This design comes from an exercise in tuning for small area on the open sky130 flow, not from production work.
At most, simulation tests tie the RTL to the original design; equivalence was not proved.
The RTL of runs 1 to 3 was laid out without a check of its function.
No activity file was given, so power comes from the tool's default toggle rates.

File: config.mk
export PLATFORM = sky130hd
export DESIGN_NAME = vga_controller
export DESIGN_NICKNAME = vga_controller
export VERILOG_FILES = /design/flow/design.v
export SDC_FILE = /design/flow/constraint.sdc
export NUM_CORES = 4
export LEC_CHECK = 0
export CAP_MARGIN = 20
export CORE_MARGIN = 2
export CORE_UTILIZATION = 30
export CTS_BUF_LIST = sky130_fd_sc_hd__clkbuf_16
export CTS_CLUSTER_DIAMETER = 120
export CTS_CLUSTER_SIZE = 30
export SLEW_MARGIN = 20
File: constraint.sdc
create_clock -name core_clock -period 10.0 [get_ports {clk}]
set_input_delay 2.0000 -clock core_clock [delete_from_list [all_inputs] [get_ports {clk}]]
set_output_delay 2.0000 -clock core_clock [all_outputs]
set_load 0.01 [all_outputs]
File: design.v
module vga_sync(
    input clk,
    input rst,
    output reg h_sync,
    output reg v_sync,
    output reg valid,
    output reg [5:0] a,
    output reg [2:0] b,
    output reg [2:0] p,
    output reg [9:0] y_counter
    );
wire [11:0] xc = {a, b, p};
wire x_end = a[5] & a[2] & a[1] & a[0] & b[2] & ~p[2] & p[1] & p[0];    
wire y_end = y_counter[9] & y_counter[3] & y_counter[2] & y_counter[1] & y_counter[0];   
always @(posedge clk)
  if (rst) begin
    a <= 6'd0; b <= 3'd1; p <= 3'd0;
    y_counter <= 10'd0;
    h_sync <= 1'b1;
    v_sync <= 1'b1;
    valid <= 1'b0;
  end else begin
    if (x_end) begin
      a <= 6'd0; b <= 3'd1; p <= 3'd0;
      y_counter <= y_end ? 10'd0 : y_counter + 10'd1;
    end else begin
      p <= p + 3'd1;
      if (p == 3'd7) begin
        if (b[2]) begin b <= 3'd0; a <= a + 6'd1; end
        else b <= b + 3'd1;
      end
    end
    h_sync <= ~((xc >= 12'd2080) && (xc <= 12'd2389));
    v_sync <= ~((y_counter == 10'd493) || (y_counter == 10'd494));
    valid <= x_end || (y_counter <= 10'd479 && xc <= 12'd2063);
  end
endmodule
module array_shifter(
    input [15:0] data,
    input en,
    input clk,
    input rst,
    output reg [287:0] SIPO,
    output reg [4:0] lim
    );
always @(posedge clk)
  if (en) SIPO <= {data, SIPO[287:16]};
always @(posedge clk)
  if (rst) lim <= 5'd24;
  else if (en && lim != 5'd6) lim <= lim - 5'd1;
endmodule
module char_pos(input [1:0] a, input [2:0] b, output [4:0] code);
assign code[0] = (b[1] & a[1]) | (~b[0] & ~b[2] & a[0]) | (b[2] & a[1]) | (~b[1] & ~b[2] & a[0] & ~a[1]);
assign code[1] = (b[0] & ~a[0]) | (b[0] & b[1] & a[1]) | (~b[1] & ~b[2] & ~a[1]) | (~b[0] & ~b[1] & a[1]) | (b[2] & ~a[0]);
assign code[2] = (b[1] & ~a[0]) | (b[2] & ~a[0]) | (b[0] & a[0] & ~a[1]) | (~b[0] & a[1]);
assign code[3] = (~b[0] & ~b[1] & ~a[0]) | (b[0] & ~b[1] & a[0] & ~a[1]) | (b[2]);
assign code[4] = (b[1]) | (~b[0] & a[0]) | (b[0] & ~a[1]);
endmodule
module num_pos(input [4:0] code, input [2:0] yl, input [2:0] pp, output pix);
reg [7:0] row;
always @*
  case ({code, yl})
    8'd0: row = 8'b00110011;
    8'd1: row = 8'b00110011;
    8'd2: row = 8'b11100001;
    8'd3: row = 8'b00000000;
    8'd4: row = 8'b11100001;
    8'd5: row = 8'b00110011;
    8'd6: row = 8'b00110011;
    8'd7: row = 8'b00110011;
    8'd8: row = 8'b11000000;
    8'd9: row = 8'b11000000;
    8'd10: row = 8'b11110011;
    8'd11: row = 8'b00000000;
    8'd12: row = 8'b11000000;
    8'd13: row = 8'b11000000;
    8'd14: row = 8'b11100000;
    8'd15: row = 8'b11000000;
    8'd16: row = 8'b01100000;
    8'd17: row = 8'b00110000;
    8'd18: row = 8'b11110011;
    8'd19: row = 8'b00000000;
    8'd20: row = 8'b11100001;
    8'd21: row = 8'b00110011;
    8'd22: row = 8'b00000011;
    8'd23: row = 8'b10000001;
    8'd24: row = 8'b00000011;
    8'd25: row = 8'b00110011;
    8'd26: row = 8'b11100001;
    8'd27: row = 8'b00000000;
    8'd28: row = 8'b11100001;
    8'd29: row = 8'b00110011;
    8'd30: row = 8'b00000011;
    8'd31: row = 8'b11000001;
    8'd32: row = 8'b11110111;
    8'd33: row = 8'b00000011;
    8'd34: row = 8'b00000011;
    8'd35: row = 8'b00000000;
    8'd36: row = 8'b00000011;
    8'd37: row = 8'b10000011;
    8'd38: row = 8'b11000011;
    8'd39: row = 8'b00110011;
    8'd40: row = 8'b00000011;
    8'd41: row = 8'b00110011;
    8'd42: row = 8'b11100001;
    8'd43: row = 8'b00000000;
    8'd44: row = 8'b11110011;
    8'd45: row = 8'b00110000;
    8'd46: row = 8'b11110001;
    8'd47: row = 8'b00000011;
    8'd48: row = 8'b00110011;
    8'd49: row = 8'b00110011;
    8'd50: row = 8'b11100001;
    8'd51: row = 8'b00000000;
    8'd52: row = 8'b11100001;
    8'd53: row = 8'b00110011;
    8'd54: row = 8'b00110000;
    8'd55: row = 8'b11110001;
    8'd56: row = 8'b11000000;
    8'd57: row = 8'b11000000;
    8'd58: row = 8'b11000000;
    8'd59: row = 8'b00000000;
    8'd60: row = 8'b11110011;
    8'd61: row = 8'b00110011;
    8'd62: row = 8'b10000001;
    8'd63: row = 8'b11000000;
    8'd64: row = 8'b00110011;
    8'd65: row = 8'b00110011;
    8'd66: row = 8'b11100001;
    8'd67: row = 8'b00000000;
    8'd68: row = 8'b11100001;
    8'd69: row = 8'b00110011;
    8'd70: row = 8'b00110011;
    8'd71: row = 8'b11100001;
    8'd72: row = 8'b00000011;
    8'd73: row = 8'b00110011;
    8'd74: row = 8'b11100001;
    8'd75: row = 8'b00000000;
    8'd76: row = 8'b11100001;
    8'd77: row = 8'b00110011;
    8'd78: row = 8'b00110011;
    8'd79: row = 8'b11100011;
    8'd80: row = 8'b00110011;
    8'd81: row = 8'b00110011;
    8'd82: row = 8'b00110011;
    8'd83: row = 8'b00000000;
    8'd84: row = 8'b11000000;
    8'd85: row = 8'b11100001;
    8'd86: row = 8'b00110011;
    8'd87: row = 8'b11110011;
    8'd88: row = 8'b00110011;
    8'd89: row = 8'b00110011;
    8'd90: row = 8'b11110001;
    8'd91: row = 8'b00000000;
    8'd92: row = 8'b11110001;
    8'd93: row = 8'b00110011;
    8'd94: row = 8'b00110011;
    8'd95: row = 8'b11110001;
    8'd96: row = 8'b00110000;
    8'd97: row = 8'b00110011;
    8'd98: row = 8'b11100001;
    8'd99: row = 8'b00000000;
    8'd100: row = 8'b11100001;
    8'd101: row = 8'b00110011;
    8'd102: row = 8'b00110000;
    8'd103: row = 8'b00110000;
    8'd104: row = 8'b00110011;
    8'd105: row = 8'b10110001;
    8'd106: row = 8'b11110000;
    8'd107: row = 8'b00000000;
    8'd108: row = 8'b11110000;
    8'd109: row = 8'b10110001;
    8'd110: row = 8'b00110011;
    8'd111: row = 8'b00110011;
    8'd112: row = 8'b00110000;
    8'd113: row = 8'b00110000;
    8'd114: row = 8'b11110011;
    8'd115: row = 8'b00000000;
    8'd116: row = 8'b11110011;
    8'd117: row = 8'b00110000;
    8'd118: row = 8'b00110000;
    8'd119: row = 8'b11110000;
    8'd120: row = 8'b00110000;
    8'd121: row = 8'b00110000;
    8'd122: row = 8'b00110000;
    8'd123: row = 8'b00000000;
    8'd124: row = 8'b11110011;
    8'd125: row = 8'b00110000;
    8'd126: row = 8'b00110000;
    8'd127: row = 8'b11110000;
    8'd128: row = 8'b00000000;
    8'd129: row = 8'b11000000;
    8'd130: row = 8'b11000000;
    8'd131: row = 8'b01100000;
    8'd132: row = 8'b00000000;
    8'd133: row = 8'b00000000;
    8'd134: row = 8'b00000000;
    8'd135: row = 8'b00000000;
    8'd136: row = 8'b11000000;
    8'd137: row = 8'b11000000;
    8'd138: row = 8'b11100001;
    8'd139: row = 8'b00000000;
    8'd140: row = 8'b11100001;
    8'd141: row = 8'b11000000;
    8'd142: row = 8'b11000000;
    8'd143: row = 8'b11000000;
    8'd144: row = 8'b10110011;
    8'd145: row = 8'b00110011;
    8'd146: row = 8'b00110011;
    8'd147: row = 8'b00000000;
    8'd148: row = 8'b00110011;
    8'd149: row = 8'b01110011;
    8'd150: row = 8'b11110011;
    8'd151: row = 8'b11110011;
    8'd152: row = 8'b11110000;
    8'd153: row = 8'b10110001;
    8'd154: row = 8'b00110011;
    8'd155: row = 8'b00000000;
    8'd156: row = 8'b11110001;
    8'd157: row = 8'b00110011;
    8'd158: row = 8'b00110011;
    8'd159: row = 8'b11110001;
    8'd160: row = 8'b00000011;
    8'd161: row = 8'b00110011;
    8'd162: row = 8'b11100001;
    8'd163: row = 8'b00000000;
    8'd164: row = 8'b11100001;
    8'd165: row = 8'b00110011;
    8'd166: row = 8'b00110000;
    8'd167: row = 8'b11100001;
    8'd168: row = 8'b00110011;
    8'd169: row = 8'b00110011;
    8'd170: row = 8'b11100001;
    8'd171: row = 8'b00000000;
    8'd172: row = 8'b00110011;
    8'd173: row = 8'b00110011;
    8'd174: row = 8'b00110011;
    8'd175: row = 8'b00110011;
    8'd176: row = 8'b11110111;
    8'd177: row = 8'b01110111;
    8'd178: row = 8'b00110110;
    8'd179: row = 8'b00000000;
    8'd180: row = 8'b00110110;
    8'd181: row = 8'b00110110;
    8'd182: row = 8'b00110110;
    8'd183: row = 8'b10110110;
    8'd184: row = 8'b11000000;
    8'd185: row = 8'b11000000;
    8'd186: row = 8'b11000000;
    8'd187: row = 8'b00000000;
    8'd188: row = 8'b00110011;
    8'd189: row = 8'b00110011;
    8'd190: row = 8'b00110011;
    8'd191: row = 8'b11100001;
    8'd192: row = 8'b00000000;
    8'd193: row = 8'b11000000;
    8'd194: row = 8'b11000000;
    8'd195: row = 8'b00000000;
    8'd196: row = 8'b00000000;
    8'd197: row = 8'b11000000;
    8'd198: row = 8'b11000000;
    8'd199: row = 8'b00000000;
    default: row = 8'b0;
  endcase
assign pix = row[pp];
endmodule
module vga_controller(
    input clk,
    input rst,
    input [15:0] data,
    input en,
    output h_sync,
    output v_sync,
    output red0,
    output red1,
    output green0,
    output green1,
    output blue0,
    output blue1
    );
wire [5:0] a;
wire [2:0] b, p;
wire [9:0] y;
wire valid;
wire [287:0] SIPO;
wire [4:0] lim;
vga_sync sync_50M(.clk(clk), .rst(rst), .h_sync(h_sync), .v_sync(v_sync), .valid(valid),
                  .a(a), .b(b), .p(p), .y_counter(y));
array_shifter myshift(.data(data), .en(en), .clk(clk), .rst(rst), .SIPO(SIPO), .lim(lim));
wire text_row = (y >= 10'd124) && (y <= 10'd131);
wire [17:0] ws;
genvar k;
generate for (k = 0; k < 18; k = k + 1) begin : g_ws
  assign ws[k] = (a == k + 6);
end endgenerate
reg [15:0] wd;
integer i;
always @* begin
  wd = 16'd0;
  for (i = 0; i < 18; i = i + 1)
    wd = wd | (SIPO[16*i +: 16] & {16{ws[i]}});
end
wire [3:0] nib = ((wd[15:12] & {4{b == 3'd0}}) | (wd[11:8] & {4{b == 3'd1}}) |
                  (wd[7:4] & {4{b == 3'd2}}) | (wd[3:0] & {4{b == 3'd3}})) & {4{{1'b0, a} >= lim}};
wire [4:0] fcode;
char_pos u_chr(.a(a[1:0]), .b(b), .code(fcode));
wire in_digits = (a >= 6'd6) && (a <= 6'd23);
wire is_comma = b[2];
wire in_fixed = (a >= 6'd3) && (a <= 6'd5);
wire [4:0] ncode = !text_row ? 5'd31 :
                   in_digits ? (!is_comma ? {1'b0, nib} : (a != 6'd23) ? 5'd16 : 5'd31) :
                   in_fixed ? fcode : 5'd31;
reg [4:0] code;
reg pix;
wire gpix;
num_pos u_num(.code(code), .yl(y[2:0]), .pp(p), .pix(gpix));
always @(posedge clk)
  if (rst) begin
    code <= 5'd31; pix <= 1'b0;
  end else begin
    if (p == 3'd2) code <= ncode;
    pix <= gpix;
  end
assign green0 = pix & valid;
assign red0 = 1'b0;
assign red1 = 1'b0;
assign green1 = 1'b0;
assign blue0 = 1'b0;
assign blue1 = 1'b0;
endmodule
File: flow/run.sh
#!/bin/bash
# Own flow: the standard layout (standard.sh), except that synthesis maps the logic with
# an area-oriented ABC script. Everything before ABC, and so every register, is the standard
# synthesis's. Each tool's log stays under orfs/logs/; make's output goes to flow_make.log.
set -euo pipefail
W=$PWD
F=$(cd "$(dirname "${BASH_SOURCE[0]}")" && pwd)
export MY_ABC_SCRIPT=$F/abc_area.script
{
  head -n 1 synth_recipe.tcl
  cat <<'TCL'
proc abc {args} {
  set i [lsearch -exact $args -script]
  if {$i >= 0} { set args [lreplace $args [expr {$i + 1}] [expr {$i + 1}] $::env(MY_ABC_SCRIPT)] }
  yosys abc {*}$args
}
TCL
  tail -n +2 synth_recipe.tcl
} > "$W/area_synth.tcl"
sed "s#SYNTH_SCRIPT=[^ ]*#SYNTH_SCRIPT=$W/area_synth.tcl ADDER_MAP_FILE=#" standard.sh > "$W/area_standard.sh"
grep -q "SYNTH_SCRIPT=$W/area_synth.tcl" "$W/area_standard.sh"
bash "$W/area_standard.sh" finish > "$W/flow_make.log" 2>&1
test -s out/final.def
File: flow/abc_area.script
&get -n
&st
&dc2
&dch
&nf -R 1000
&put
File: standard.sh
#!/bin/bash
# synth_recipe.tcl (not shown) runs the flow's synth.tcl, then flattens the netlist and writes it again
# the make line also repeats each setting of config.mk as NAME=value (left out here)
make -C /OpenROAD-flow-scripts/flow DESIGN_CONFIG=/design/flow/config.mk WORK_HOME=/design/flow/orfs CLKGATE_MAP_FILE= SYNTH_SCRIPT=/design/flow/synth_recipe.tcl "${@:-finish}"
==> results.ini, run 1 <==
[power_and_ir_drop]
ir_drop_mv = 0.1430
power.leakage_nw = 4.662
powerDensity_nw_per_um2 = 165.2

[layout]
area_growth_pct = 11.72
fin_nets = 988
diodes = 0
final_util_pct = 34.10
drive_gt1_share_pct = 5.015
final_common_cell = edfxtp_1
fin_area_um2 = 14370
layout_common_cells = edfxtp_1 (288), nor2_1 (78), nand2_1 (76), o21ai_0 (50), a222oi_1 (48)

[route]
drt_iter0_markers = 1365
firstDrtPassIters = 8
drtAntennaViolNets = 0
avgViaCountPerCell = 5.647
routedWlPerCell_um = 21.29
remaining_drc_errors = 0
via_count = 8561
routed_wl_mm = 32.27

[grt]
grt_max_degree = 192
grt_pass1_wl_mm = 48.84
antenna_found_initial = 0
grt_pass1_vias = 8107
grt_remaining_overflow = 0
grt_usage_pct = 14.07

[outcome]
outcome = timing/DRC/antenna clean

[placed_design]
gp_congestion = 0.9137
io_buffers = 21
placed_area_um2 = 13950
dp_hpwl_mm = 19.52
pre_cts_ws_ps = 6061

[hold_path]
worstHoldPathType = reg -> reg
hold-path-cell-count = 0
hold_end = myshift.SIPO[37]$_DFFE_PP_
worstHoldStart = myshift.SIPO[53]$_DFFE_PP_

[worst_setup_path]
worst-r2r-setup-slack_ps = 6420
endpoint_kind = register
r2r-start = sync_50M.a[1]$_SDFFE_PP0P_
worstSetupStartpointType = register
worstSetupPathType = reg -> reg
cp.required_ps = 10400
startpoint = sync_50M.a[1]$_SDFFE_PP0P_
cp.arrival_ps = 3980
worstPathMaxFanout = 16
rr_worst_depth = 12
r2r_end = code[2]$_SDFFE_PP1N_

[yosys]
ys_ff_latch = 324
ys_seq_area_share_pct = 72.85
async_flop_share_pct = 0
synth_area_leaders = edfxtp_1 (67%), dfxtp_1 (5.6%), a222oi_1 (3.7%)
yosysTopAreaCellShare_pct = 67.24
synth_ff_type = edfxtp_1
yosysUniqueCellTypes = 47
syn_inst = 910
synthesis.area_um2 = 12860
synth.avg_cell_area_um2 = 14.13
synth_edf_count = 288
synth_area_leader_cell = edfxtp_1
synth_warnings = 4

[cts]
cts_hold_buf = 0
cts_root_buf = clkbuf_16
insertion_delay_ps = 500
ctsResizeCount = 0
path_clk_slew_ps = 120
cts-htree-levels = 1
cts_sinks = 324
cts_tree = yes
cts_buffers = 14
cts_setup_buffers = 0
clockBufferDepth = 3

[timing]
clock_skew_ps = 15.91
finalHoldViolations = 0
setup_viol_count_final = 0
fin_ws_ps = 6416
tns_ps = 0
fmax_ghz = 0.2790
slew_violations = 0
timing.slew.headroom_pct = 25.68
worst_pin_slew_ps = 1111
rsz0062_at_grt = no
post-route-period-util_pct = 35.85
period_needed_ps = 3585

[floorplanning]
io_pins = 27
start_util_pct = 30.52
die_area_um2 = 44540
die_y_um = 211.1
fp.coreArea_um2 = 42130
dieWidth_um = 211.1
fp-row-count = 75

[run]
maxCapViolations = 0

[cell usage after synthesis (6+ instances only)]
library cell  count
nor3_1           27
nand3b_1          6
a222oi_1         48
nand2_1          76
a31oi_1          16
o21ai_0          50
nor2_1           80
nand2b_1         11
o22ai_1           9
a211oi_1          7
dfxtp_1          36
a22oi_1          32
nand4_1          16
and3_1            6
a21oi_1          44
o211ai_1          9
a22o_1           16
nor2b_1          15
clkinv_1         10
and2_0            9
a221oi_1         17
nand3_1          28
edfxtp_1        288
[metrics by stage]
step	total power [W]	hold WS, ps	instances
after floorplan	0.001659	425.2	914
after global placement	0.001720	429.1	1492
after detailed placement	0.001723	434.6	1492
after CTS	0.002389	449.4	1516
after global routing	0.002453	455.1	1516
final	0.002374	448.8	1516
[routing by layer]
metal / global-route usage [%] / part of all wire [%]
met3: 2.141 / 7.8
met2: 22.15 / 46
met4: 2.841 / 1.6
met5: 0 / 0
met1: 20.64 / 44
[how the worst max path moves through the flow]
stage | endpoint | cells after the start
after floorplan | myshift.lim[4]$_SDFFE_PP1P_ | 5
after global routing | code[2]$_SDFFE_PP1N_ | 11
final | code[2]$_SDFFE_PP1N_ | 12
after CTS | green0 | 2
after global placement | myshift.lim[4]$_SDFFE_PP1P_ | 6
after detailed placement | myshift.lim[4]$_SDFFE_PP1P_ | 6
[worst max-delay path, stage by stage (launching register included)]
cell and delay [ps]:
dfxtp_1 660, clkinv_1 290, nand2_1 280, nor3_2 80, buf_4 260, a22o_1 210
a221oi_1 220, nand4_1 130, nor2_1 230, o22ai_1 130, o21ai_0 510, a31oi_1 180
a211o_1 280
[cell type report]
class / count / area, µm²
Fill cell: 4047 / 27770
Clock inverter: 9 / 38.79
Tap cell: 539 / 674.4
Inverter: 10 / 37.54
Sequential cell: 324 / 9369
Timing Repair Buffer: 44 / 400.4
Clock buffer: 15 / 375.4
Multi-Input combinational cell: 575 / 3473
[state kept, by name, indices dropped and copies added (netlist names)]
name and flops:
sync_50M.h_sync 1, sync_50M.a 6, sync_50M.y_counter 10, myshift.SIPO 288, sync_50M.valid 1, code 5, pix 1, sync_50M.v_sync 1
sync_50M.p 3, sync_50M.b 3, myshift.lim 5
[report_power, final]
part / switching [W] / internal, W / leakage (nW)
clock: 0.000403 / 0.000278 / 0.232
sequential: 0.0000477 / 0.00156 / 3.11
combinational: 0.0000591 / 0.0000290 / 1.32
[cells by family after synthesis]
| family | Yosys count | synth area share, % |
|---|---|---|
| xor+xnor | 5 | 0.3405 |
| compound gates | 276 | 15.55 |
| other cells | 1 | 0.02916 |
| simple gates | 287 | 10.50 |
| buf+inv | 15 | 0.5838 |
| flops | 324 | 72.85 |
| fa+ha+maj | 2 | 0.1557 |
==> run 2: changes to the inputs <==
==> flow/run.sh (replaced) <==
#!/bin/bash
# Own flow: the standard layout (standard.sh) with three changes:
#  - synthesis maps the logic with an area-oriented ABC script (abc_area.script) and without
#    Yosys's adder extraction; everything before ABC, and so every register, is the standard
#    synthesis's;
#  - clock tree: smaller clusters of clkbuf cells and no dummy loads (cts.args);
#  - port buffers: the cell named in port_buffer.txt.
# Each tool's log stays under orfs/logs/; make's output goes to flow_make.log.
set -euo pipefail
W=$PWD
F=$(cd "$(dirname "${BASH_SOURCE[0]}")" && pwd)
export MY_ABC_SCRIPT=$F/abc_area.script
export CTS_ARGS="$(cat "$F/cts.args")"
export BUFFER_PORTS_ARGS="-buffer_cell $(cat "$F/port_buffer.txt")"
{
  head -n 1 synth_recipe.tcl
  cat <<'TCL'
proc abc {args} {
  set i [lsearch -exact $args -script]
  if {$i >= 0} { set args [lreplace $args [expr {$i + 1}] [expr {$i + 1}] $::env(MY_ABC_SCRIPT)] }
  yosys abc {*}$args
}
TCL
  tail -n +2 synth_recipe.tcl
} > "$W/area_synth.tcl"
sed "s#SYNTH_SCRIPT=[^ ]*#SYNTH_SCRIPT=$W/area_synth.tcl ADDER_MAP_FILE=#" standard.sh > "$W/area_standard.sh"
grep -q "SYNTH_SCRIPT=$W/area_synth.tcl ADDER_MAP_FILE=" "$W/area_standard.sh"
bash "$W/area_standard.sh" finish > "$W/flow_make.log" 2>&1
test -s out/final.def
==> flow/cts.args (new file) <==
-sink_clustering_enable -repair_clock_nets -dont_use_dummy_load -buf_list sky130_fd_sc_hd__clkbuf_4 -sink_clustering_size 10 -sink_clustering_max_diameter 60
==> flow/port_buffer.txt (new file) <==
sky130_fd_sc_hd__buf_2
--- a/config.mk
+++ b/config.mk
@@ -9,6 +9,3 @@
 export CORE_MARGIN = 2
 export CORE_UTILIZATION = 30
-export CTS_BUF_LIST = sky130_fd_sc_hd__clkbuf_16
-export CTS_CLUSTER_DIAMETER = 120
-export CTS_CLUSTER_SIZE = 30
 export SLEW_MARGIN = 20
==> run 2 against run 1 <==
Critical path type is now in -> reg; sequential share of layout area is 1.0 points higher; area after synthesis stayed put; routed wire length is 1.8% higher; synthesized cell count stayed put; power is 4.2% lower; critical endpoint is now myshift.SIPO[209]$_DFFE_PP_; global-route usage is 0.44 points higher.
==> results.ini, run 2 <==
[outcome]
outcome = timing/DRC/antenna clean

[cts]
clockBufferDepth = 3
ctsResizeCount = 0
cts_tree = yes
cts_buffers = 38
path_clk_slew_ps = 110
insertion_delay_ps = 690
cts_sinks = 324
cts_root_buf = clkbuf_4
cts_hold_buf = 0
cts_setup_buffers = 0
cts-htree-levels = 2

[worst_setup_path]
cp.arrival_ps = 4070
worstSetupPathType = in -> reg
critPathMostFrequentCell = buf_4
cp.required_ps = 10250
worstSetupStartpointType = primary input
crit_slowest_cell = buf_4
worstPathMaxFanout = 74
endpoint_kind = register
crit_chain = buf_8 -> buf_4 -> buf_4
path_buf_inv = 3
cp_slowest_stage_delay_ps = 820
crit_family = buffers and inverters

[timing]
setup_viol_count_final = 0
slew_violations = 0
timing.hold.ws_ps = 406.2
post-route-period-util_pct = 38.12
timing.slew.headroom_pct = 31.30
worst_pin_slew_ps = 1031
period_needed_ps = 3812
fmax_ghz = 0.2623
clock_skew_ps = 70.53
finalHoldViolations = 0
tns_ps = 0
rsz0062_at_grt = no

[power_and_ir_drop]
clkPwrFrac_pct = 25.7
seqPwrFrac_pct = 70.6
internal_power_w = 0.001759
power.leakage_nw = 4.614
net-switching-power_w = 0.0005141
power.share.switching_pct = 22.61
ir_drop_mv = 0.08729
combPwrFrac_pct = 3.8
powerDensity_nw_per_um2 = 160.6

[grt]
grt_max_degree = 86
gr-max-usage-layer = met2
antenna_found_initial = 1
grt_remaining_overflow = 0
use_met3_pct = 2.409
grt_pass1_wl_mm = 49.64
grt_pass1_vias = 8189
grt_usage_pct = 14.51
grtUsageMet2_pct = 22.22
use_met1_pct = 21.28

[layout]
area_growth_pct = 10.04
regMostFlops = myshift.SIPO
final_common_cell = edfxtp_1
largest_reg_flops = 288
drive_gt1_share_pct = 9.356
largestRegisters = myshift.SIPO x288, sync_50M.y_counter x10, sync_50M.a x6
fin_nets = 1015
layout_common_cells = edfxtp_1 (288), nor2_1 (79), nand2_1 (76), o21ai_0 (50), a222oi_1 (48)

[yosys]
async_flop_share_pct = 0
synth_warnings = 4
synthesis.area_um2 = 12860
synthAdderAreaFrac_pct = 0.1557
yosys-top-cells-count = edfxtp_1 (288), nor2_1 (80), nand2_1 (76)
synth_edf_count = 288
syn_inst = 910
synth-xor-area-share_pct = 0.3405
synthMuxAreaShare_pct = 0
yosysTopAreaCellShare_pct = 67.24
synth.most_common_cell = edfxtp_1
synth_simple_gate_area_share_pct = 10.50
ys_ff_latch = 324
synth.avg_cell_area_um2 = 14.13
synth_top_family_by_area = compound AO/OA/AOI/OAI gates
synth_ff_type = edfxtp_1
synth_area_leader_cell = edfxtp_1
synth_area_leaders = edfxtp_1 (67%), dfxtp_1 (5.6%), a222oi_1 (3.7%)
ys_seq_area_share_pct = 72.85
yosysUniqueCellTypes = 47
synth-compound-area-share_pct = 15.55

[placed_design]
io_buffers = 21
dp_hpwl_mm = 19.61
gp_congestion = 0.9377

[floorplanning]
io_pins = 27
die_area_um2 = 44540
die_y_um = 211.1
fp-row-count = 75
fp.coreArea_um2 = 42130
start_util_pct = 30.52
dieWidth_um = 211.1

[route]
routed_wl_mm = 32.84
routedWlPerCell_um = 21.40
remaining_drc_errors = 0
via_count = 8722
avgViaCountPerCell = 5.682
firstDrtPassIters = 7
drt_iter0_markers = 1473
drtAntennaViolNets = 0

[hold_path]
worstHoldPathType = reg -> reg

[run]
maxCapViolations = 0

==> run 2: cell counts after synthesis <==
No cell type changed its count.
==> run 2: area by class of cell <==
| type | count | area, µm² |
|---|---|---|
| Inverter | 10 | 37.54 |
| Fill cell | 4126 | 27980 |
| Clock buffer | 38 | 285.3 |
| Timing Repair Buffer | 47 | 310.3 |
| Tap cell | 539 | 674.4 |
| Multi-Input combinational cell | 575 | 3471 |
| Sequential cell | 324 | 9369 |
| Antenna cell | 2 | 5.005 |
==> run 2: metal layers <==
layer,part of all wire [%],routed length [µm]
met1,44,14460
met2,45,14880
met3,8.5,2802
met4,2.1,700
met5,0,0
==> run 2: path summary, 6_finish.rpt <==
kind / startpoint / slack (ps) / cells past startpoint / endpoint
hold reg to reg: myshift.SIPO[259]$_DFFE_PP_ / 410 / 0 / myshift.SIPO[243]$_DFFE_PP_
setup reg to reg: sync_50M.y_counter[0]$_SDFFE_PP0P_ / 6580 / 11 / pix$_SDFF_PP0_
setup / recovery: en / 6190 / 3 / myshift.SIPO[209]$_DFFE_PP_
hold / removal: myshift.SIPO[259]$_DFFE_PP_ / 410 / 0 / myshift.SIPO[243]$_DFFE_PP_
==> run 2: cells by family (layout without fill, tap and decap cells) <==
family	after synthesis	in the layout
flip-flops	324	324
AND/OR/NAND/NOR	287	287
AO/OA/AOI/OAI	276	276
buffers and inverters	15	95
XOR/XNOR	5	5
adder cells (fa/ha/maj)	2	2
other	1	7
==> run 2: per-stage QoR <==
stage	power, W	instances	setup slack (ps)	utilization [%]	cell area, µm²
detailed placement	0.001719	1495	5541	32.90	13860
floorplan	0.001659	914	6972	-	12880
finish	0.002274	1535	6188	33.59	14150
global placement	0.001717	1495	5586	32.90	13860
CTS	0.002293	1533	6218	33.58	14150
global route	0.002361	1535	6059	33.59	14150
==> run 2: power groups by stage <==
stage               registers (W)  clock network (W)  logic [W]
floorplan                 0.00162                  0  0.0000407
global placement          0.00163                  0  0.0000841
detailed placement        0.00163                  0  0.0000848
CTS                       0.00161           0.000603  0.0000851
global route              0.00161           0.000652  0.0000950
finish                    0.00160           0.000584  0.0000857
==> run 2: worst register-to-register path: cells and delay by family, from the launching register on <==
family          cells  cell delay [ps]
flops               1              800
compound gates      4              790
simple gates        7             1690
==> run 3: changes to the inputs <==
==> flow/cts.args (replaced) <==
-sink_clustering_enable -repair_clock_nets -dont_use_dummy_load -buf_list sky130_fd_sc_hd__clkbuf_8 -sink_clustering_size 16 -sink_clustering_max_diameter 80
==> flow/port_buffer.txt (replaced) <==
sky130_fd_sc_hd__buf_1
==> run 3 against run 2 <==
Hold slack improved by 8.0 ps; area after synthesis did not move; final area rose by 0.11%; clock-buffer cell count fell by 14; via count fell by 0.29%; flip-flop and latch count did not move; global-route usage barely moved; routed wire length rose by 0.93%; sequential share of layout area fell by 0.070 points; combinational power fell by 2%; critical path type unchanged.
==> results.ini, run 3 <==
[outcome]
outcome = timing/DRC/antenna clean

[yosys]
synth_warnings = 4
synth_edf_count = 288
synthesis.area_um2 = 12860
synth.most_common_cell = edfxtp_1
ys_seq_area_share_pct = 72.85
ys_ff_latch = 324
synth_area_leaders = edfxtp_1 (67%), dfxtp_1 (5.6%), a222oi_1 (3.7%)
async_flop_share_pct = 0
synth_area_leader_cell = edfxtp_1
yosysUniqueCellTypes = 47
syn_inst = 910
yosys-top-cells-count = edfxtp_1 (288), nor2_1 (80), nand2_1 (76)
synth.avg_cell_area_um2 = 14.13
yosysTopAreaCellShare_pct = 67.24
synth_ff_type = edfxtp_1

[hold_path]
worstHoldPathType = reg -> reg

[power_and_ir_drop]
seqPwrFrac_pct = 69.8
ir_drop_mv = 0.08020
clkPwrFrac_pct = 26.5
combPwrFrac_pct = 3.7
power.leakage_nw = 4.560
internal_power_w = 0.001798
power.share.switching_pct = 21.88
powerDensity_nw_per_um2 = 162.5
net-switching-power_w = 0.0005039
total_power_w = 0.002302

[timing]
finalHoldViolations = 0
worst_pin_slew_ps = 1089
slew_violations = 0
setup_viol_count_final = 0
fmax_ghz = 0.2592
timing.hold.ws_ps = 414.2
timing.slew.headroom_pct = 27.42
rsz0062_at_grt = no
period_needed_ps = 3857
post-route-period-util_pct = 38.57
clock_skew_ps = 60.68
tns_ps = 0

[floorplanning]
fp-row-count = 75
dieWidth_um = 211.1
fp.coreArea_um2 = 42130
die_y_um = 211.1
start_util_pct = 30.52
io_pins = 27
die_area_um2 = 44540

[layout]
regMostFlops = myshift.SIPO
largestRegisters = myshift.SIPO x288, sync_50M.y_counter x10, sync_50M.a x6
diodes = 0
largest_reg_flops = 288
fin_area_um2 = 14170
seqCellArea_um2 = 9369
drive_gt1_share_pct = 6.116
fin_nets = 1002
layout_common_cells = edfxtp_1 (288), nor2_1 (79), nand2_1 (76), o21ai_0 (50), a222oi_1 (48)
multi_input_area_um2 = 3471
area_growth_pct = 10.16
final_common_cell = edfxtp_1
nFillCells = 4048

[cts]
cts_sinks = 324
path_clk_slew_ps = 90
cts_root_buf = clkbuf_8
cts_buffers = 24
ctsResizeCount = 0
insertion_delay_ps = 580
cts-htree-levels = 1
cts_tree = yes
cts_setup_buffers = 0
clockBufferDepth = 3
cts_hold_buf = 0

[worst_setup_path]
worstPathMaxFanout = 85
worst-r2r-setup-slack_ps = 6370
worstSetupStartpointType = primary input
cp.arrival_ps = 3990
cp.required_ps = 10130
worstSetupPathType = in -> reg
endpoint_kind = register

[run]
maxCapViolations = 0

[placed_design]
placed_area_um2 = 13840
io_buffers = 21
dp_hpwl_mm = 19.94
gp_congestion = 0.9282

[grt]
grt_usage_pct = 14.53
antenna_found_initial = 0
grt_pass1_wl_mm = 50.30
grt_remaining_overflow = 0
grt_pass1_vias = 8135
grt_max_degree = 86

[route]
remaining_drc_errors = 0
avgViaCountPerCell = 5.722
firstDrtPassIters = 7
via_count = 8697
drtAntennaViolNets = 0
drt_iter0_markers = 1350
routedWlPerCell_um = 21.81
routed_wl_mm = 33.15

[run 3: cell counts after synthesis]
No cell type changed its count.
[run 3: cells by family after synthesis]
logic type	Yosys count	synth area share, %
adder cells (fa/ha/maj)	2	0.1557
XOR/XNOR	5	0.3405
AO/OA/AOI/OAI	276	15.55
flip-flops	324	72.85
other	1	0.02916
buffers and inverters	15	0.5838
AND/OR/NAND/NOR	287	10.50
[run 3: final cells by class]
cell class | instances | area share, %
well taps | 539 | 4.760
repair buffers | 48 | 2.014
multi-input cells | 575 | 24.50
flip-flops and latches | 324 | 66.13
clock buffers | 24 | 2.332
inverters | 10 | 0.2649
[run 3: worst paths after layout]
path,start,to,depth (start not counted)
max reg2reg,sync_50M.a[1]$_SDFFE_PP0P_,code[1]$_SDFFE_PP1N_,11
max,en,myshift.SIPO[261]$_DFFE_PP_,3
min reg2reg,myshift.SIPO[85]$_DFFE_PP_,myshift.SIPO[69]$_DFFE_PP_,0
min,myshift.SIPO[85]$_DFFE_PP_,myshift.SIPO[69]$_DFFE_PP_,0
[run 3: per-stage QoR]
stage / utilization [%] / worst slack [ps] / instances
after floorplan: - / 6972 / 914
after global placement: 32.84 / 5645 / 1496
after detailed placement: 32.84 / 5571 / 1496
after CTS: 33.62 / 6137 / 1520
after global routing: 33.62 / 5958 / 1520
final: 33.62 / 6143 / 1520
[run 3: power groups by stage]
stage	sequential [W]	clock [W]	combinational (W)
floorplan	0.00162	0	0.0000407
detailed placement	0.00164	0	0.0000829
CTS	0.00161	0.000631	0.0000834
finish	0.00161	0.000611	0.0000842
global route	0.00162	0.000679	0.0000940
global placement	0.00163	0	0.0000822
[run 3: critical path, stage by stage]
cell and delay [ps]:
clkbuf_4 160, buf_4 820, buf_4 940
[run 3: routing by layer]
metal / GRT usage, % / routed length [µm] / vias to the layer above
met4: 3.861 / 655 / 0
met5: 0 / 0 / -
met2: 22.32 / 14930 / 460
met3: 2.156 / 2930 / 54
met1: 21.46 / 14630 / 4308
li1: - / - / 3875
==> run 4: changes to the inputs <==
--- a/design.v
+++ b/design.v
@@ -4,5 +4,4 @@
     output reg h_sync,
     output reg v_sync,
-    output reg valid,
     output reg [5:0] a,
     output reg [2:0] b,
@@ -19,5 +18,4 @@
     h_sync <= 1'b1;
     v_sync <= 1'b1;
-    valid <= 1'b0;
   end else begin
     if (x_end) begin
@@ -33,5 +31,4 @@
     h_sync <= ~((xc >= 12'd2080) && (xc <= 12'd2389));
     v_sync <= ~((y_counter == 10'd493) || (y_counter == 10'd494));
-    valid <= x_end || (y_counter <= 10'd479 && xc <= 12'd2063);
   end
 endmodule
@@ -282,8 +279,7 @@
 wire [2:0] b, p;
 wire [9:0] y;
-wire valid;
 wire [287:0] SIPO;
 wire [4:0] lim;
-vga_sync sync_50M(.clk(clk), .rst(rst), .h_sync(h_sync), .v_sync(v_sync), .valid(valid),
+vga_sync sync_50M(.clk(clk), .rst(rst), .h_sync(h_sync), .v_sync(v_sync),
                   .a(a), .b(b), .p(p), .y_counter(y));
 array_shifter myshift(.data(data), .en(en), .clk(clk), .rst(rst), .SIPO(SIPO), .lim(lim));
@@ -322,5 +318,5 @@
     pix <= gpix;
   end
-assign green0 = pix & valid;
+assign green0 = pix;
 assign red0 = 1'b0;
 assign red1 = 1'b0;
--- a/config.mk
+++ b/config.mk
@@ -6,6 +6,6 @@
 export NUM_CORES = 4
 export LEC_CHECK = 0
-export CAP_MARGIN = 20
+export CAP_MARGIN = 10
 export CORE_MARGIN = 2
 export CORE_UTILIZATION = 30
-export SLEW_MARGIN = 20
+export SLEW_MARGIN = 10
==> run 4 against run 3 <==
Clock skew rose by 23 ps; cell count down 1.2%; non-clock buffer count fell by 1; via count shrank 2.6%; final area decreased by 0.38%; still clean; combinational power is 0.5% higher; first-iteration DRC count down 10%; sequential share of layout area grew 0.11 points.
==> results.ini, run 4 <==
[outcome]
outcome = timing/DRC/antenna clean

[worst_setup_path]
rr_worst_depth = 12
crit_chain = clkbuf_4 -> buf_4 -> buf_12
worstPathMaxFanout = 194
startpoint = en
endpoint = myshift.SIPO[18]$_DFFE_PP_
cp.depth = 3
worstSetupPathType = in -> reg
crit_slowest_cell = buf_12
r2r-start = sync_50M.a[5]$_SDFFE_PP0P_
cp.required_ps = 10160
path_buf_inv = 3
crit_family = buffers and inverters
cp_slowest_stage_delay_ps = 790
worstSetupStartpointType = primary input
r2r_end = code[2]$_SDFFE_PP1N_
endpoint_kind = register
cp.arrival_ps = 4100
worst-r2r-setup-slack_ps = 6470

[cts]
cts_tree = yes
cts_buffers = 24
cts_root_buf = clkbuf_8
cts_sinks = 323
cts_setup_buffers = 0
insertion_delay_ps = 600
ctsResizeCount = 0
cts-htree-levels = 1
cts_hold_buf = 0
clockBufferDepth = 3
path_clk_slew_ps = 100

[route]
avgViaCountPerCell = 5.638
drt_iter0_markers = 1209
routedWlPerCell_um = 21.29
firstDrtPassIters = 5
drtAntennaViolNets = 0
routed_wl_mm = 31.99
via_count = 8469
remaining_drc_errors = 0

[yosys]
synth.avg_cell_area_um2 = 14.34
synth_ff_type = edfxtp_1
async_flop_share_pct = 0
ys_ff_latch = 323
synth.most_common_cell = edfxtp_1
synth_edf_count = 288
synthesis.area_um2 = 12800
yosysTopAreaCellShare_pct = 67.55
syn_inst = 893
synth_area_leaders = edfxtp_1 (68%), dfxtp_1 (5.5%), a222oi_1 (3.8%)
yosys-top-cells-count = edfxtp_1 (288), nor2_1 (82), nand2_1 (64)
synth_area_leader_cell = edfxtp_1
yosysUniqueCellTypes = 51
synth_warnings = 4
ys_seq_area_share_pct = 73.02

[placed_design]
gp_congestion = 0.8720
io_buffers = 21
place_inst = 1478
placed_area_um2 = 13780
dp_hpwl_mm = 18.95

[power_and_ir_drop]
seqPwrFrac_pct = 69.7
internal_power_w = 0.001794
combPwrFrac_pct = 3.7
total_power_w = 0.002294
power.share.switching_pct = 21.78
powerDensity_nw_per_um2 = 162.5
power.leakage_nw = 4.490
net-switching-power_w = 0.0004996
ir_drop_mv = 0.1180
clkPwrFrac_pct = 26.6

[timing]
rsz0062_at_grt = no
timing.slew.headroom_pct = 31.62
finalHoldViolations = 0
period_needed_ps = 3946
fmax_ghz = 0.2534
post-route-period-util_pct = 39.46
setup_viol_count_final = 0
worst_pin_slew_ps = 1024
clock_skew_ps = 83.27
slew_violations = 0
tns_ps = 0
timing.hold.ws_ps = 382.5

[grt]
grt_max_degree = 195
grt_usage_pct = 14.17
antenna_found_initial = 0
grt_pass1_vias = 8169
grt_pass1_wl_mm = 48.99
grt_remaining_overflow = 0

[floorplanning]
io_pins = 27
dieWidth_um = 210.6
fp-row-count = 75
die_y_um = 210.6
fp.coreArea_um2 = 42040
die_area_um2 = 44350
start_util_pct = 30.46

[run]
maxCapViolations = 0

[layout]
drive_gt1_share_pct = 6.127
diodes = 0
regMostFlops = myshift.SIPO
multi_input_area_um2 = 3421
seqCellArea_um2 = 9349
area_growth_pct = 10.23
final_common_cell = edfxtp_1
fin_nets = 984
fin_area_um2 = 14110
layout_common_cells = edfxtp_1 (288), nor2_1 (81), nand2_1 (64), a222oi_1 (48), a21oi_1 (37)
largest_reg_flops = 288
fin_cells = 1502
nFillCells = 4115
largestRegisters = myshift.SIPO x288, sync_50M.y_counter x10, sync_50M.a x6

[hold_path]
worstHoldPathType = reg -> reg

## run 4: kinds of logic after synthesis
group	Yosys count	synth area share, %
adder cells (fa/ha/maj)	2	0.1564
other	1	0.02929
flip-flops	323	73.02
buffers and inverters	18	0.6743
XOR/XNOR	2	0.1368
AND/OR/NAND/NOR	278	10.27
AO/OA/AOI/OAI	269	15.71
## run 4: power by group through the flow
stage / registers (W) / logic [W] / clock network (W)
2_1_floorplan: 0.00161 / 0.0000401 / 0
5_1_grt: 0.00161 / 0.0000936 / 0.000679
6_report: 0.00160 / 0.0000846 / 0.000610
4_1_cts: 0.00160 / 0.0000840 / 0.000630
3_5_place_dp: 0.00163 / 0.0000842 / 0
3_3_place_gp: 0.00163 / 0.0000833 / 0
## run 4: per-layer routing
layer | up-vias | wire (µm) | GRT usage (%)
met5 | - | 0 | 0
met4 | 0 | 850 | 3.910
met3 | 62 | 2552 | 1.684
met2 | 382 | 14280 | 21.49
met1 | 4175 | 14300 | 21.40
li1 | 3850 | - | -
## run 4: worst reg2reg max path: cells and delay by family (launching register included)
family,cells,cell delay (ps)
AO/OA/AOI/OAI,6,1490
AND/OR/NAND/NOR,5,1220
flip-flops,1,460
buffers and inverters,1,250
## run 4: worst min path at each step
stage | startpoint | endpoint | slack (ps) | cells after the start
after floorplan | myshift.SIPO[27]$_DFFE_PP_ | myshift.SIPO[11]$_DFFE_PP_ | 430 | 0
after global placement | myshift.SIPO[68]$_DFFE_PP_ | myshift.SIPO[52]$_DFFE_PP_ | 430 | 0
after detailed placement | myshift.SIPO[112]$_DFFE_PP_ | myshift.SIPO[96]$_DFFE_PP_ | 430 | 0
after CTS | myshift.SIPO[55]$_DFFE_PP_ | myshift.SIPO[39]$_DFFE_PP_ | 390 | 0
after global routing | myshift.SIPO[55]$_DFFE_PP_ | myshift.SIPO[39]$_DFFE_PP_ | 400 | 0
final | myshift.SIPO[55]$_DFFE_PP_ | myshift.SIPO[39]$_DFFE_PP_ | 380 | 0
## run 4: final cells by class
class	count	area share, %
Sequential cell	323	66.24
Multi-Input combinational cell	556	24.24
Tap cell	539	4.778
Clock buffer	24	2.340
Timing Repair Buffer	47	2.057
Inverter	13	0.3457
## run 4: metrics by stage
step                util, %  setup slack [ps]
global route          33.57              5907
finish                33.57              6054
detailed placement    32.79              5504
global placement      32.79              5593
floorplan                 -              7220
CTS                   33.57              6106
==> run 5: changes to the inputs <==
--- a/config.mk
+++ b/config.mk
@@ -6,6 +6,7 @@
 export NUM_CORES = 4
 export LEC_CHECK = 0
-export CAP_MARGIN = 10
+export CAP_MARGIN = 20
 export CORE_MARGIN = 2
-export CORE_UTILIZATION = 30
-export SLEW_MARGIN = 10
+export CORE_UTILIZATION = 55
+export PLACE_DENSITY = 0.7
+export SLEW_MARGIN = 20
==> run 5 against run 4 <==
Still clean on timing, DRC and antenna; register-to-register slack got worse by 100 ps; fmax decreased by 1.6%; first-iteration DRC count increased by 20%; sequential power about the same; clock power decreased by 1%; non-clock buffer count unchanged; largest cell class unchanged.
==> results.ini, run 5 <==
[grt]
grt_usage_pct = 25.06
grt_max_degree = 77
grt_pass1_vias = 7989
grt_remaining_overflow = 0
grt_pass1_wl_mm = 46.52
antenna_found_initial = 0

[route]
drtAntennaViolNets = 0
via_count = 8580
routed_wl_mm = 30.18
avgViaCountPerCell = 6.724
remaining_drc_errors = 0
drt_iter0_markers = 1451
firstDrtPassIters = 7
routedWlPerCell_um = 23.65

[timing]
clock_skew_ps = 92.36
timing.hold.ws_ps = 380.7
fin_ws_ps = 5988
finalHoldViolations = 0
tns_ps = 0
post-route-period-util_pct = 40.12
rsz0062_at_grt = no
fmax_ghz = 0.2492
worst_pin_slew_ps = 1148
period_needed_ps = 4012
setup_viol_count_final = 0
timing.slew.headroom_pct = 23.40
slew_violations = 0

[outcome]
outcome = timing/DRC/antenna clean

[placed_design]
io_buffers = 21
dp_hpwl_mm = 18.15
pre_cts_ws_ps = 5452
gp_congestion = 0.9699
placed_area_um2 = 13490
place_inst = 1252

[cts]
path_clk_slew_ps = 100
cts_buffers = 24
ctsResizeCount = 0
cts_setup_buffers = 0
cts_hold_buf = 0
cts_root_buf = clkbuf_8
cts_tree = yes
clockBufferDepth = 3
insertion_delay_ps = 590
cts-htree-levels = 1
cts_sinks = 323

[worst_setup_path]
worst-r2r-setup-slack_ps = 6370
cp.arrival_ps = 4160
worstSetupPathType = in -> reg
cp_slowest_stage_delay_ps = 870
critPathMostFrequentCell = buf_4
worstPathMaxFanout = 76
crit_chain = clkbuf_4 -> buf_4 -> buf_4
crit_slowest_cell = buf_4
endpoint_kind = register
cp.required_ps = 10150
worstSetupStartpointType = primary input
crit_family = buffers and inverters
path_buf_inv = 3

[yosys]
synth_ff_type = edfxtp_1
ys_seq_area_share_pct = 73.02
synth_area_leader_cell = edfxtp_1
synth.most_common_cell = edfxtp_1
yosys-top-cells-count = edfxtp_1 (288), nor2_1 (82), nand2_1 (64)
async_flop_share_pct = 0
yosysTopAreaCellShare_pct = 67.55
synth.avg_cell_area_um2 = 14.34
ys_ff_latch = 323
synthesis.area_um2 = 12800
synth_warnings = 4
syn_inst = 893
synth_area_leaders = edfxtp_1 (68%), dfxtp_1 (5.5%), a222oi_1 (3.8%)
yosysUniqueCellTypes = 51
synth_edf_count = 288

[floorplanning]
die_y_um = 156.6
io_pins = 27
die_area_um2 = 24520
fp.coreArea_um2 = 22780
dieWidth_um = 156.6
fp-row-count = 55
start_util_pct = 56.21

[layout]
nFillCells = 1773
largestRegisters = myshift.SIPO x288, sync_50M.y_counter x10, sync_50M.a x6
drive_gt1_share_pct = 6.127
fin_cells = 1276
layout_common_cells = edfxtp_1 (288), nor2_1 (81), nand2_1 (64), a222oi_1 (48), a21oi_1 (37)
diodes = 0
fin_nets = 984
largest_reg_flops = 288
final_common_cell = edfxtp_1
area_growth_pct = 7.926
fin_area_um2 = 13820
regMostFlops = myshift.SIPO

[hold_path]
worstHoldPathType = reg -> reg

[power_and_ir_drop]
power.leakage_nw = 4.484
ir_drop_mv = 0.1711
powerDensity_nw_per_um2 = 165.5

[run]
maxCapViolations = 0

-- run 5: changes by cell type in the layout (fill, tap and decap cells not counted) --
cell    delta
buf_12     -1
buf_4      +1
-- run 5: stage by stage --
step | power [W] | util (%)
after floorplan | 0.001654 | -
after global placement | 0.001710 | 59.21
after detailed placement | 0.001712 | 59.21
after CTS | 0.002298 | 60.66
after global routing | 0.002357 | 60.66
final | 0.002288 | 60.66
-- run 5: area by class of cell --
cell class                 count  area [µm²]  area share, %
clock buffer                  24       330.3          2.390
sequential                   323        9349          67.66
multi-input combinational    556        3421          24.76
tap                          313       391.6          2.834
timing repair buffer          47       277.8          2.010
inverter                      13       48.80         0.3531
-- run 5: cell families after synthesis --
family	Yosys count	synth area share, %
and+or+nand+nor	278	10.27
adders and majority gates	2	0.1564
xor gates and xnor gates	2	0.1368
DFF	323	73.02
buffers and inverters	18	0.6743
other	1	0.02929
AOI/OAI and AO/OA	269	15.71
-- run 5: worst register-to-register path, cell delays in order, from the launching register on --
cell	delay, ps
dfxtp_1	470
or2_0	560
or2_0	250
nor2_1	60
buf_4	240
a22o_1	280
a221oi_1	270
nand4_1	140
nor2_1	230
o22ai_1	110
o21ai_0	480
a31oi_1	160
a211o_1	280
-- run 5: where the power goes --
| group | internal [W] | switching (W) |
|---|---|---|
| logic | 0.0000248 | 0.0000585 |
| registers | 0.00155 | 0.0000465 |
| clock network | 0.000215 | 0.000389 |
| total | 0.00179 | 0.000494 |
-- run 5: final timing paths --
check,to,start,cells past startpoint
hold reg to reg,myshift.SIPO[252]$_DFFE_PP_,myshift.SIPO[268]$_DFFE_PP_,0
hold / removal,myshift.SIPO[252]$_DFFE_PP_,myshift.SIPO[268]$_DFFE_PP_,0
setup reg to reg,code[2]$_SDFFE_PP1N_,sync_50M.a[4]$_SDFFE_PP0P_,12
setup / recovery,myshift.SIPO[19]$_DFFE_PP_,en,3
-- run 5: per-layer routing --
| layer | share of wire [%] | routed length [µm] | GRT usage (%) | vias up |
|---|---|---|---|---|
| met5 | 0 | 0 | 0 | - |
| met4 | 2.2 | 661 | 6.160 | 0 |
| met3 | 11 | 3275 | 3.683 | 52 |
| met2 | 45 | 13500 | 36.94 | 521 |
| met1 | 42 | 12740 | 39.66 | 4160 |
| li1 | - | - | - | 3847 |
==> run 6: changes to the inputs <==
--- a/config.mk
+++ b/config.mk
@@ -8,5 +8,4 @@
 export CAP_MARGIN = 20
 export CORE_MARGIN = 2
-export CORE_UTILIZATION = 55
-export PLACE_DENSITY = 0.7
+export CORE_UTILIZATION = 30
 export SLEW_MARGIN = 20
==> run 6 against run 5 <==
Via count is 1.3% lower; global-route usage decreased by 11 points; die area grew 81%; worst setup slack improved by 66 ps; register-to-register slack improved by 100 ps; utilization fell by 27 points; routed wire length increased by 6.0%; first-iteration DRC count shrank 17%; clock power grew 1%; clock-buffer cell count unchanged; synthesized cell count did not move; flip-flop and latch count unchanged.
==> results.ini, run 6 <==
[placed_design]
dp_hpwl_mm = 18.95
gp_congestion = 0.8720
io_buffers = 21

[cts]
clockBufferDepth = 3
cts_tree = yes
cts_buffers = 24
ctsResizeCount = 0
cts_hold_buf = 0
cts_root_buf = clkbuf_8
cts_setup_buffers = 0
cts-htree-levels = 1
path_clk_slew_ps = 100
insertion_delay_ps = 600
cts_sinks = 323

[grt]
grt_remaining_overflow = 0
grt_pass1_wl_mm = 48.99
grt_usage_pct = 14.17
gr-max-usage-layer = met2
grtUsageMet2_pct = 21.49
grt_max_degree = 195
use_met3_pct = 1.684
grt_pass1_vias = 8169
antenna_found_initial = 0
use_met1_pct = 21.40

[timing]
timing.hold.ws_ps = 382.5
slew_violations = 0
setup_viol_count_final = 0
clock_skew_ps = 83.27
fmax_ghz = 0.2534
timing.slew.headroom_pct = 31.62
post-route-period-util_pct = 39.46
rsz0062_at_grt = no
tns_ps = 0
period_needed_ps = 3946
worst_pin_slew_ps = 1024
finalHoldViolations = 0

[yosys]
synth-xor-area-share_pct = 0.1368
ys_seq_area_share_pct = 73.02
synth_edf_count = 288
syn_inst = 893
synth_area_leaders = edfxtp_1 (68%), dfxtp_1 (5.5%), a222oi_1 (3.8%)
synth_warnings = 4
yosys-top-cells-count = edfxtp_1 (288), nor2_1 (82), nand2_1 (64)
synthesis.area_um2 = 12800
synth_ff_type = edfxtp_1
synthAdderAreaFrac_pct = 0.1564
yosysUniqueCellTypes = 51
synth_area_leader_cell = edfxtp_1
synth_simple_gate_area_share_pct = 10.27
ys_ff_latch = 323
synth-compound-area-share_pct = 15.71
yosysTopAreaCellShare_pct = 67.55
async_flop_share_pct = 0
synthMuxAreaShare_pct = 0
synth.avg_cell_area_um2 = 14.34
synth_top_family_by_area = compound AO/OA/AOI/OAI gates
synth.most_common_cell = edfxtp_1

[worst_setup_path]
cp.arrival_ps = 4100
r2r-start = sync_50M.a[5]$_SDFFE_PP0P_
endpoint_kind = register
worstPathMaxFanout = 194
worstSetupStartpointType = primary input
worstSetupPathType = in -> reg
cp.required_ps = 10160
startpoint = en

[route]
drtAntennaViolNets = 0
avgViaCountPerCell = 5.638
via_count = 8469
drt_iter0_markers = 1209
firstDrtPassIters = 5
remaining_drc_errors = 0
routedWlPerCell_um = 21.29
routed_wl_mm = 31.99

[layout]
drive_gt1_share_pct = 6.127
largestRegisters = myshift.SIPO x288, sync_50M.y_counter x10, sync_50M.a x6
largest_reg_flops = 288
area_growth_pct = 10.23
fin_nets = 984
diodes = 0
final_common_cell = edfxtp_1
layout_common_cells = edfxtp_1 (288), nor2_1 (81), nand2_1 (64), a222oi_1 (48), a21oi_1 (37)
regMostFlops = myshift.SIPO

[hold_path]
worstHoldPathType = reg -> reg
worstHoldStart = myshift.SIPO[55]$_DFFE_PP_

[run]
maxCapViolations = 0

[outcome]
outcome = timing/DRC/antenna clean

[floorplanning]
io_pins = 27
fp.coreArea_um2 = 42040
die_y_um = 210.6
fp-row-count = 75
dieWidth_um = 210.6
start_util_pct = 30.46
die_area_um2 = 44350

[power_and_ir_drop]
ir_drop_mv = 0.1180
total_power_w = 0.002294
powerDensity_nw_per_um2 = 162.5
power.leakage_nw = 4.490

-- run 6: cell counts after synthesis --
No cell type changed its count.
-- run 6: kinds of logic (layout without fill, tap and decap cells) --
kind of cell | Yosys count | count (layout)
flops | 323 | 323
xor+xnor | 2 | 2
buf+inv | 18 | 84
compound gates | 269 | 269
simple gates | 278 | 278
other cells | 1 | 5
fa+ha+maj | 2 | 2
-- run 6: worst max-delay path, cell delays in order --
cell and delay [ps]:
clkbuf_4 390, buf_4 760, buf_12 790
-- run 6: per-layer routing --
metal | share of wire [%] | routed length (µm)
met1 | 45 | 14300
met2 | 45 | 14280
met3 | 8.0 | 2552
met4 | 2.7 | 850
met5 | 0 | 0
-- run 6: worst paths after layout --
check | to | slack, ps | cells past startpoint
worst min-delay path | myshift.SIPO[39]$_DFFE_PP_ | 380 | 0
worst max register to register | code[2]$_SDFFE_PP1N_ | 6470 | 12
worst max-delay path | myshift.SIPO[18]$_DFFE_PP_ | 6050 | 3
worst min register to register | myshift.SIPO[39]$_DFFE_PP_ | 380 | 0
-- run 6: layout make-up --
class | count | area (µm²)
clock buffer | 24 | 330.3
fill | 4115 | 27930
inverter | 13 | 48.80
multi-input combinational | 556 | 3421
sequential | 323 | 9349
tap | 539 | 674.4
timing repair buffer | 47 | 290.3
-- run 6: through the flow --
step | utilization [%] | instances | worst slack [ps] | area [µm²]
detailed placement | 32.79 | 1478 | 5504 | 13780
floorplan | - | 897 | 7220 | 12820
global route | 33.57 | 1502 | 5907 | 14110
global placement | 32.79 | 1478 | 5593 | 13780
CTS | 33.57 | 1502 | 6106 | 14110
finish | 33.57 | 1502 | 6054 | 14110
-- run 6: where the power goes --
part / internal, W / total (W) / switching [W]
combinational: 0.0000249 / 0.0000846 / 0.0000597
sequential: 0.00155 / 0.00160 / 0.0000455
clock: 0.000215 / 0.000610 / 0.000394
total: 0.00179 / 0.00229 / 0.000500
==> run 7: changes to the inputs <==
==> flow/abc_area.script (replaced) <==
&get -n
&st
&dc2
&deepsyn -T 120
&dch
&nf -R 1000
&put
==> run 7 against run 6 <==
Combinational power down 49%; power decreased by 2.1%; routed wire length down 5.4%; clock skew is 15 ps lower; area after synthesis shrank 3.5%; sequential share of layout area rose by 2.4 points; fmax is 10% higher; critical path depth increased by 6; synthesized cell count decreased by 8.5%; clock-buffer cell count is the same; utilization down 0.15 points; largest power group unchanged; highest routed layer unchanged.
==> results.ini, run 7 <==
[cts]
cts_tree = yes
cts_root_buf = clkbuf_8
cts_sinks = 323
clockBufferDepth = 3
cts_buffers = 24
ctsResizeCount = 0
cts_hold_buf = 0
cts-htree-levels = 1
insertion_delay_ps = 570
cts_setup_buffers = 0
path_clk_slew_ps = 130

[layout]
area_growth_pct = 10.21
final_common_cell = edfxtp_1
layout_common_cells = edfxtp_1 (288), nor2_1 (77), nand2_1 (63), a222oi_1 (51), dfxtp_1 (35)
nFillCells = 3948
fin_nets = 905
largest_reg_flops = 288
final_util_pct = 33.42
seqCellArea_um2 = 9349
diodes = 0
multi_input_area_um2 = 2948
drive_gt1_share_pct = 5.995
regMostFlops = myshift.SIPO
largestRegisters = myshift.SIPO x288, sync_50M.y_counter x10, sync_50M.a x6

[floorplanning]
dieWidth_um = 206.9
start_util_pct = 30.33
io_pins = 27
die_area_um2 = 42820
fp.coreArea_um2 = 40740
fp-row-count = 74
die_y_um = 206.9

[power_and_ir_drop]
power.leakage_nw = 4.291
power.share.switching_pct = 20.84
net-switching-power_w = 0.0004680
combPwrFrac_pct = 1.9
seqPwrFrac_pct = 71.0
powerDensity_nw_per_um2 = 164.9
ir_drop_mv = 0.1096
clkPwrFrac_pct = 27.1
internal_power_w = 0.001778

[route]
top_layer = met4
drtAntennaViolNets = 0
met3WireLength_mm = 3.095
drt_iter0_markers = 1097
via_count = 7941
routed_wl_mm = 30.26
remaining_drc_errors = 0
wl_met1_mm = 12.92
routed-wl-met2_mm = 13.41
firstDrtPassIters = 5
routedWlPerCell_um = 21.37
avgViaCountPerCell = 5.608

[yosys]
synth.most_common_cell = edfxtp_1
synth_edf_count = 288
synth_warnings = 4
synth_area_leader_cell = edfxtp_1
synthesis.area_um2 = 12360
synth.avg_cell_area_um2 = 15.12
ys_ff_latch = 323
syn_inst = 817
yosys-top-cells-count = edfxtp_1 (288), nor2_1 (79), nand2_1 (63)
yosysTopAreaCellShare_pct = 69.99
yosysUniqueCellTypes = 54
async_flop_share_pct = 0
ys_seq_area_share_pct = 75.67
synth_area_leaders = edfxtp_1 (70%), dfxtp_1 (5.7%), a222oi_1 (4.1%)
synth_ff_type = edfxtp_1

[placed_design]
gp_congestion = 0.8670
pre_cts_ws_ps = 5814
io_buffers = 21
dp_hpwl_mm = 17.65

[worst_setup_path]
cp.arrival_ps = 4040
worstSetupPathType = in -> reg
worstSetupStartpointType = primary input
endpoint_kind = register
worstPathMaxFanout = 16
cp.required_ps = 10450

[grt]
antenna_found_initial = 0
grt_pass1_wl_mm = 45.28
grt_pass1_vias = 7384
grt_remaining_overflow = 0
grt_max_degree = 194
grt_usage_pct = 13.88

[run]
maxCapViolations = 0

[timing]
fin_ws_ps = 6414
slew_violations = 0
period_needed_ps = 3586
timing.slew.headroom_pct = 30.46
setup_viol_count_final = 0
tns_ps = 0
worst_pin_slew_ps = 1043
rsz0062_at_grt = no
post-route-period-util_pct = 35.86
clock_skew_ps = 68.00
finalHoldViolations = 0
fmax_ghz = 0.2789
timing.hold.ws_ps = 412.6

[hold_path]
worstHoldPathType = reg -> reg

[outcome]
outcome = timing/DRC/antenna clean

[run 7: cell types whose count changed after synthesis, moves of 8 or more]
cell     delta
o21ai_0    -14
a22o_1      -9
nor3_1     -11
nand4_1     +9
o22ai_1    -12
nand3_1     -8
[run 7: power groups by stage]
stage               clock network, W  logic (W)  registers, W
floorplan                          0  0.0000153       0.00160
global placement                   0  0.0000427       0.00162
detailed placement                 0  0.0000438       0.00162
CTS                         0.000622  0.0000435       0.00160
global route                0.000670  0.0000483       0.00160
finish                      0.000608  0.0000431       0.00159
[run 7: logic make-up (layout without fill, tap and decap cells)]
kind of cell               after synthesis  in the layout  share of synthesized area [%]
adders and majority gates                4              4                         0.3241
xor gates and xnor gates                 7              7                         0.4962
other                                    1              5                        0.03035
AOI/OAI and AO/OA                      208            208                          12.91
and+or+nand+nor                        253            253                          9.732
buffers and inverters                   20             83                         0.7595
DFF                                    323            323                          75.67
muxes                                    1              1                        0.08102
[run 7: final timing paths]
| path | depth (start not counted) | slack, ps | endpoint | from |
|---|---|---|---|---|
| worst max register to register | 13 | 6570 | pix$_SDFF_PP0_ | code[0]$_SDFFE_PP1N_ |
| worst max-delay path | 9 | 6410 | code[1]$_SDFFE_PP1N_ | rst |
| worst min register to register | 0 | 410 | myshift.SIPO[190]$_DFFE_PP_ | myshift.SIPO[206]$_DFFE_PP_ |
| worst min-delay path | 0 | 410 | myshift.SIPO[190]$_DFFE_PP_ | myshift.SIPO[206]$_DFFE_PP_ |
[run 7: worst max-delay path, cell delays in order]
cell,delay [ps]
buf_1,310
nor2_1,280
clkinv_1,90
a2111oi_0,300
nand4_1,220
nor3_1,420
nand2_1,90
a211oi_1,260
nor2_1,60
[run 7: cell type report]
class	instances	share of cell area (%)
Tap cell	532	4.888
Multi-Input combinational cell	478	21.65
Sequential cell	323	68.66
Clock buffer	24	2.426
Inverter	15	0.4135
Timing Repair Buffer	44	1.966
[run 7: through the flow]
step,instance area [µm²],total power (W),std cells
floorplan,12370,0.001620,821
global placement,13280,0.001666,1392
detailed placement,13280,0.001668,1392
CTS,13610,0.002260,1416
global route,13620,0.002321,1416
finish,13620,0.002246,1416
[run 7: per-layer routing]
layer / vias to the layer above / track usage (%)
li1: 3497 / -
met5: - / 0
met2: 430 / 20.62
met3: 63 / 3.061
met1: 3951 / 20.35
met4: 0 / 4.002
==> run 8: changes to the inputs <==
==> flow/abc_area.script (replaced) <==
&get -n
&st
&dc2
&dch
&nf -R 1000
&put
==> flow/cts.args (replaced) <==
-sink_clustering_enable -repair_clock_nets -dont_use_dummy_load -buf_list {sky130_fd_sc_hd__clkbuf_4 sky130_fd_sc_hd__clkbuf_8} -sink_clustering_size 14 -sink_clustering_max_diameter 70
==> run 8 against run 7 <==
Final area grew 4.0%; clock power grew 6.1%; via count increased by 7.3%; non-clock buffer count up 3; utilization is 0.25 points higher; global-route usage rose by 0.34 points; hold slack better by 3.5 ps; combinational power rose by 96%.
==> results.ini, run 8 <==
[cts]
ctsResizeCount = 0
cts_hold_buf = 0
cts-htree-levels = 1
cts_buffers = 27
path_clk_slew_ps = 100
insertion_delay_ps = 600
cts_root_buf = clkbuf_8
cts_sinks = 323

[timing]
fmax_ghz = 0.2564
slew_violations = 0
worst_pin_slew_ps = 1034
setup_viol_count_final = 0
timing.hold.ws_ps = 416.1
post-route-period-util_pct = 39.00
tns_ps = 0
timing.slew.headroom_pct = 31.06
finalHoldViolations = 0
period_needed_ps = 3900
rsz0062_at_grt = no
clock_skew_ps = 47.86

[route]
avgViaCountPerCell = 5.663
routedWlPerCell_um = 21.32
remaining_drc_errors = 0
routed_wl_mm = 32.09
drt_iter0_markers = 1107
via_count = 8523
firstDrtPassIters = 7
drtAntennaViolNets = 0

[floorplanning]
fp-row-count = 75
die_y_um = 210.6
die_area_um2 = 44350
io_pins = 27
fp.coreArea_um2 = 42040
start_util_pct = 30.46

[layout]
fin_nets = 987
diodes = 0
layout_common_cells = edfxtp_1 (288), nor2_1 (81), nand2_1 (64), a222oi_1 (48), a21oi_1 (37)
drive_gt1_share_pct = 6.418
final_common_cell = edfxtp_1
area_growth_pct = 10.55
regMostFlops = myshift.SIPO
largest_reg_flops = 288

[yosys]
synth.most_common_cell = edfxtp_1
synth_area_leader_cell = edfxtp_1
synth.avg_cell_area_um2 = 14.34
synth_area_leaders = edfxtp_1 (68%), dfxtp_1 (5.5%), a222oi_1 (3.8%)
synth_ff_type = edfxtp_1
yosys-top-cells-count = edfxtp_1 (288), nor2_1 (82), nand2_1 (64)
yosysUniqueCellTypes = 51
async_flop_share_pct = 0
yosysTopAreaCellShare_pct = 67.55
synth_warnings = 4
ys_ff_latch = 323

[run]
maxCapViolations = 0

[worst_setup_path]
rr_worst_depth = 12
worst-r2r-setup-slack_ps = 6480
crit_chain = clkbuf_4 -> buf_4 -> buf_12
cp.arrival_ps = 4080
cp_slowest_stage_delay_ps = 750
cp.required_ps = 10180
worstPathMaxFanout = 194
endpoint_kind = register
worstSetupStartpointType = primary input
r2r-start = sync_50M.a[5]$_SDFFE_PP0P_

[hold_path]
worstHoldPathType = reg -> reg

[grt]
grt_usage_pct = 14.22
grt_pass1_vias = 8227

[power_and_ir_drop]
powerDensity_nw_per_um2 = 164.5

[placed_design]
io_buffers = 21
gp_congestion = 0.8720

[outcome]
outcome = timing/DRC/antenna clean

run 8: changes by cell type after synthesis, moves of 8 or more:
cell	previous run	this run
o21ai_0	20	34
nand3_1	20	28
o22ai_1	4	16
nand4_1	26	17
a22o_1	7	16
nor3_1	22	33
run 8: per-layer routing:
metal / GRT usage (%) / wire, µm / vias to the layer above
li1: - / - / 3850
met1: 21.19 / 14170 / 4196
met2: 21.62 / 14410 / 414
met3: 1.907 / 2642 / 63
met4: 4.201 / 875 / 0
met5: 0 / 0 / -
run 8: area by class of cell:
class	instances	area, µm²	share of cell area, %
clock buffer	27	371.6	2.625
inverter	13	48.80	0.3447
multi-input combinational	556	3421	24.17
sequential	323	9349	66.05
tap	539	674.4	4.764
timing repair buffer	47	290.3	2.051
run 8: worst max path at each step:
stage	startpoint	end	slack [ps]	cells after the start
2_1_floorplan	en	myshift.lim[4]$_SDFFE_PP1P_	7220	5
3_3_place_gp	en	myshift.SIPO[156]$_DFFE_PP_	5590	3
3_5_place_dp	en	myshift.SIPO[150]$_DFFE_PP_	5500	3
4_1_cts	en	myshift.SIPO[0]$_DFFE_PP_	6140	3
5_1_grt	en	myshift.SIPO[18]$_DFFE_PP_	5950	3
6_report	en	myshift.SIPO[18]$_DFFE_PP_	6100	3
run 8: kinds of logic after synthesis:
group	share of synthesized area, %
other	0.02929
xor gates and xnor gates	0.1368
and+or+nand+nor	10.27
AOI/OAI and AO/OA	15.71
buffers and inverters	0.6743
DFF	73.02
adders and majority gates	0.1564
run 8: where the power goes:
group	total, W	switching [W]	internal (W)
clock network	0.000645	0.000405	0.000241
logic	0.0000844	0.0000595	0.0000249
registers	0.00160	0.0000454	0.00155
run 8: critical path: cells and delay by family:
| kind | cells | cell delay, ps |
|---|---|---|
| buffers and inverters | 3 | 1880 |
run 8: through the flow:
stage / power (W) / setup slack [ps] / utilization [%]
after floorplan: 0.001654 / 7220 / -
after global placement: 0.001711 / 5593 / 32.79
after detailed placement: 0.001713 / 5504 / 32.79
after CTS: 0.002350 / 6143 / 33.67
after global routing: 0.002415 / 5948 / 33.67
final: 0.002329 / 6100 / 33.67

Check on run 8: ideal ports give 6.100 ns setup slack; a clkbuf_16 on the clock port and buf_2 on the inputs give 6.122 ns; moving port delays by the midpoint clock arrival (0.610 ns) as well gives 5.512 ns.
